What follows belongs to an exercise in optimizing a design on an open flow for small area and a short achievable clock period; a production flow would make more cautious choices.
Power and IR drop assume default switching activity.

Setup of run a:
==> flow/design.v <==
`timescale 1ns / 1ps
module fixedFloatConversion(
  input wire clk,
  input wire rst,
  input wire[31:0] targetnumber,
  input wire[4:0] fixpointpos,
  input wire opcode,
  output reg[31:0] result);
wire        s  = targetnumber[31];
wire [30:0] t  = targetnumber[30:0];
wire        nz = |t;
wire [4:0] lz;
lzc32 ulz (.w({t ^ {31{s}}, 1'b1}), .lz(lz));
wire [9:0] d     = 10'd150 - {5'd0, fixpointpos} - {2'd0, targetnumber[30:23]};
wire       valid = (d[9:5] == 5'd0);
wire [4:0] bsh   = ~d[4:0];
wire [54:0] xa = {t, 24'd0};
wire [54:0] xb = {31'd0, 1'b1, t[22:0]};
wire [4:0]  sh = opcode ? bsh : lz;
wire pa1 = ~opcode & lz[4];
wire pa0 = ~opcode & ~lz[4];
wire pb1 = opcode & bsh[4];
wire pb0 = opcode & ~bsh[4];
wire [54:16] x1 = ({39{pa1}} & xa[38:0]) | ({39{pa0}} & xa[54:16])
                | ({39{pb1}} & xb[38:0]) | ({39{pb0}} & xb[54:16]);
wire [54:24] x2 = sh[3] ? x1[46:16] : x1[54:24];
wire [54:28] x3 = sh[2] ? x2[50:24] : x2[54:28];
wire [54:30] x4 = sh[1] ? x3[52:28] : x3[54:30];
wire [54:31] y  = sh[0] ? x4[53:30] : x4[54:31];
wire st = (~sh[2] & |x2[27:24]) | (~sh[1] & |x3[29:28]) | (~sh[0] & x4[30]);
wire        cin = ~opcode & st;
wire [24:0] vp;                  
prefix_or #(.N(25)) pb (.a({y[54:31], cin}), .y(vp));
wire [23:0] low = y[54:31] ^ ({24{s}} & vp[23:0]);
wire [7:0]  e0 = 8'd157 - {3'd0, fixpointpos} - {3'd0, lz};
wire [7:0]  e  = (s & ~vp[24]) ? e0 + 8'd1 : e0;
wire keep = opcode ? valid : nz;
always @(posedge clk) begin
  result[22:0]  <= keep ? low[22:0] : 23'd0;
  result[30:23] <= keep ? (opcode ? {{7{s & vp[24]}}, low[23]} : e) : 8'd0;
  result[31]    <= keep & s & (~opcode | vp[24]);
end
endmodule
module lzc32 (
  input  wire [31:0] w,
  output wire [4:0]  lz);
  wire [15:0] z1; wire [15:0] c1;
  wire [7:0]  z2; wire [15:0] c2;
  wire [3:0]  z3; wire [11:0] c3;
  wire [1:0]  z4; wire [7:0]  c4;
  genvar i;
  generate
    for (i = 0; i < 16; i = i + 1) begin : l1
      assign z1[i] = ~(w[2*i+1] | w[2*i]);
      assign c1[i] = ~w[2*i+1];
    end
    for (i = 0; i < 8; i = i + 1) begin : l2
      assign z2[i] = z1[2*i+1] & z1[2*i];
      assign c2[2*i+1:2*i] = z1[2*i+1] ? {1'b1, c1[2*i]} : {1'b0, c1[2*i+1]};
    end
    for (i = 0; i < 4; i = i + 1) begin : l3
      assign z3[i] = z2[2*i+1] & z2[2*i];
      assign c3[3*i+2:3*i] = z2[2*i+1] ? {1'b1, c2[4*i+1:4*i]} : {1'b0, c2[4*i+3:4*i+2]};
    end
    for (i = 0; i < 2; i = i + 1) begin : l4
      assign z4[i] = z3[2*i+1] & z3[2*i];
      assign c4[4*i+3:4*i] = z3[2*i+1] ? {1'b1, c3[6*i+2:6*i]} : {1'b0, c3[6*i+5:6*i+3]};
    end
  endgenerate
  assign lz = z4[1] ? {1'b1, c4[3:0]} : {1'b0, c4[7:4]};
endmodule
module prefix_or #(parameter N = 32) (
  input  wire [N-1:0] a,
  output wire [N-1:0] y);
  localparam L = 5;               
  wire [N-1:0] p [0:L];
  assign p[0] = a;
  genvar k, i;
  generate
    for (k = 0; k < L; k = k + 1) begin : lv
      for (i = 0; i < N; i = i + 1) begin : bt
        if ((i >> k) & 1)
          assign p[k+1][i] = p[k][i] | p[k][((i >> k) << k) - 1];
        else
          assign p[k+1][i] = p[k][i];
      end
    end
  endgenerate
  assign y = p[L];
endmodule
Settings: LEC_CHECK=0, ABC_AREA=1, CAP_MARGIN=20, CORE_MARGIN=2, CORE_UTILIZATION=40, SETUP_SLACK_MARGIN=3, SLEW_MARGIN=20, TNS_END_PERCENT=0; clock period 9.0 ns.
standard.sh (not shown) runs the stock make flow with config.mk's settings and CLKGATE_MAP_FILE= SYNTH_SCRIPT=/design/flow/synth_recipe.tcl, a recipe that flattens the netlist after the stock synthesis.
==> flow/flow/run.sh <==
#!/bin/bash
# Standard layout with two changes:
#  - synthesis maps with the ABC script flow/map.abc (registers untouched:
#    abc runs without -dff, so the standard synthesis's flip-flops remain);
#  - the port buffers are the smallest buffer cell.
set -euo pipefail
W=$(pwd)
export BUFFER_PORTS_ARGS="-buffer_cell sky130_fd_sc_hd__buf_1"
{
  echo 'proc abc {args} {'
  echo '  set i [lsearch $args -script]'
  echo "  if {\$i >= 0} { lset args [expr {\$i+1}] $W/flow/map.abc }"
  echo '  yosys abc {*}$args'
  echo '}'
  cat "$W/synth_recipe.tcl"
} > "$W/my_synth.tcl"
sed -E "s#'?SYNTH_SCRIPT=[^ ']*'?#SYNTH_SCRIPT=$W/my_synth.tcl#" "$W/standard.sh" > "$W/my_standard.sh"
grep -q "SYNTH_SCRIPT=$W/my_synth.tcl" "$W/my_standard.sh"
bash "$W/my_standard.sh" > "$W/standard.log" 2>&1
==> flow/flow/map.abc <==
strash
dch -f
map -B 0.9
Relative to run a, the following input files were edited for run b:
==> flow/design.v, changed modules only <==
module fixedFloatConversion(
  input wire clk,
  input wire rst,
  input wire[31:0] targetnumber,
  input wire[4:0] fixpointpos,
  input wire opcode,
  output reg[31:0] result);
wire        s  = targetnumber[31];
wire [30:0] t  = targetnumber[30:0];
wire        nz = |t;
wire [4:0] lz;
lzc32 ulz (.w({t ^ {31{s}}, 1'b1}), .lz(lz));
wire [9:0] d     = 10'd150 - {5'd0, fixpointpos} - {2'd0, targetnumber[30:23]};
wire       valid = (d[9:5] == 5'd0);
wire [4:0] bsh   = ~d[4:0];
wire [54:0] x0 = opcode ? {31'd0, 1'b1, t[22:0]} : {t, 24'd0};
wire [4:0]  sh = opcode ? bsh : lz;
wire [54:16] x1 = sh[4] ? x0[38:0]  : x0[54:16];
wire [54:24] x2 = sh[3] ? x1[46:16] : x1[54:24];
wire [54:28] x3 = sh[2] ? x2[50:24] : x2[54:28];
wire [54:30] x4 = sh[1] ? x3[52:28] : x3[54:30];
wire [54:31] y  = sh[0] ? x4[53:30] : x4[54:31];
wire st = (~sh[4] & |x0[15:0]) | (~sh[3] & |x1[23:16]) | (~sh[2] & |x2[27:24])
        | (~sh[1] & |x3[29:28]) | (~sh[0] & x4[30]);
wire        cin = ~opcode & st;
wire [24:0] vp;                  
prefix_or #(.N(25)) pb (.a({y[54:31], cin}), .y(vp));
wire [23:0] low = y[54:31] ^ ({24{s}} & vp[23:0]);
wire [7:0]  e0 = 8'd157 - {3'd0, fixpointpos} - {3'd0, lz};
wire [7:0]  e  = (s & ~vp[24]) ? e0 + 8'd1 : e0;
wire keep = opcode ? valid : nz;
always @(posedge clk) begin
  result[22:0]  <= keep ? low[22:0] : 23'd0;
  result[30:23] <= keep ? (opcode ? {{7{s & vp[24]}}, low[23]} : e) : 8'd0;
  result[31]    <= keep & s & (~opcode | vp[24]);
end
endmodule
module prefix_or #(parameter N = 32) (
  input  wire [N-1:0] a,
  output wire [N-1:0] y);
  localparam L = $clog2(N);
  wire [N-1:0] p [0:L];
  assign p[0] = a;
  genvar k, i;
  generate
    for (k = 0; k < L; k = k + 1) begin : lv
      for (i = 0; i < N; i = i + 1) begin : bt
        if ((i >> k) & 1)
          assign p[k+1][i] = p[k][i] | p[k][((i >> k) << k) - 1];
        else
          assign p[k+1][i] = p[k][i];
      end
    end
  endgenerate
  assign y = p[L];
endmodule
Notes after the runs:
- Summary of run b over run a: routed metal-1 wirelength +5.7%, post-route cell area +5.3%, half-perimeter wire length after detailed placement +2.6%, fraction of met2 tracks used by global routing -3.1 points.
- In the metrics for run a and run b, the one carrying the higher shortest period the worst path allows is run a.
- On synthesized area, the lower figure sits with run a, not run b.
- Between run a and run b, non-filler instance count after layout increased.
- Sort run a and run b by worst setup slack desc -> top: run b
- Relative to run a, top fanout value on the critical path has decreased by 39 in run b.
- Total power is higher on run b
- Row vias per cell: run b higher / run a lower
- Run b against run a: number of buffers outside the clock class in the layout now larger, iteration count of the initial detailed-routing pass now larger.
No functional check of the RTL was part of any run of this note.

-- separate check: timing with driven ports --
The results above use ideal ports. As a check the final layouts listed here were re-extracted and re-timed, cells and wires unchanged.
Step 1 assumes that a clkbuf_16 drives the clock port and a buf_2 every other input.
Step 2, shift: input delay + t, output delay - t, t = (earliest + latest rising clock arrival at the registers) / 2. This alone moves slack from input paths to output paths.
Slacks: ideal ports / drivers / drivers and shift; pairs: ideal ports / drivers.
run | t, ns | setup WS [ns] | cell pins on the clock port's net
run a | 0.310 | 3.320 / 3.331 / 3.021 | 1
run b | 0.305 | 3.422 / 3.433 / 3.128 | 1
After both steps every run listed still meets setup and hold. For run a, which loses most, drivers alone change the setup slack by +0.011 ns; drivers and shift together by -0.299 ns.
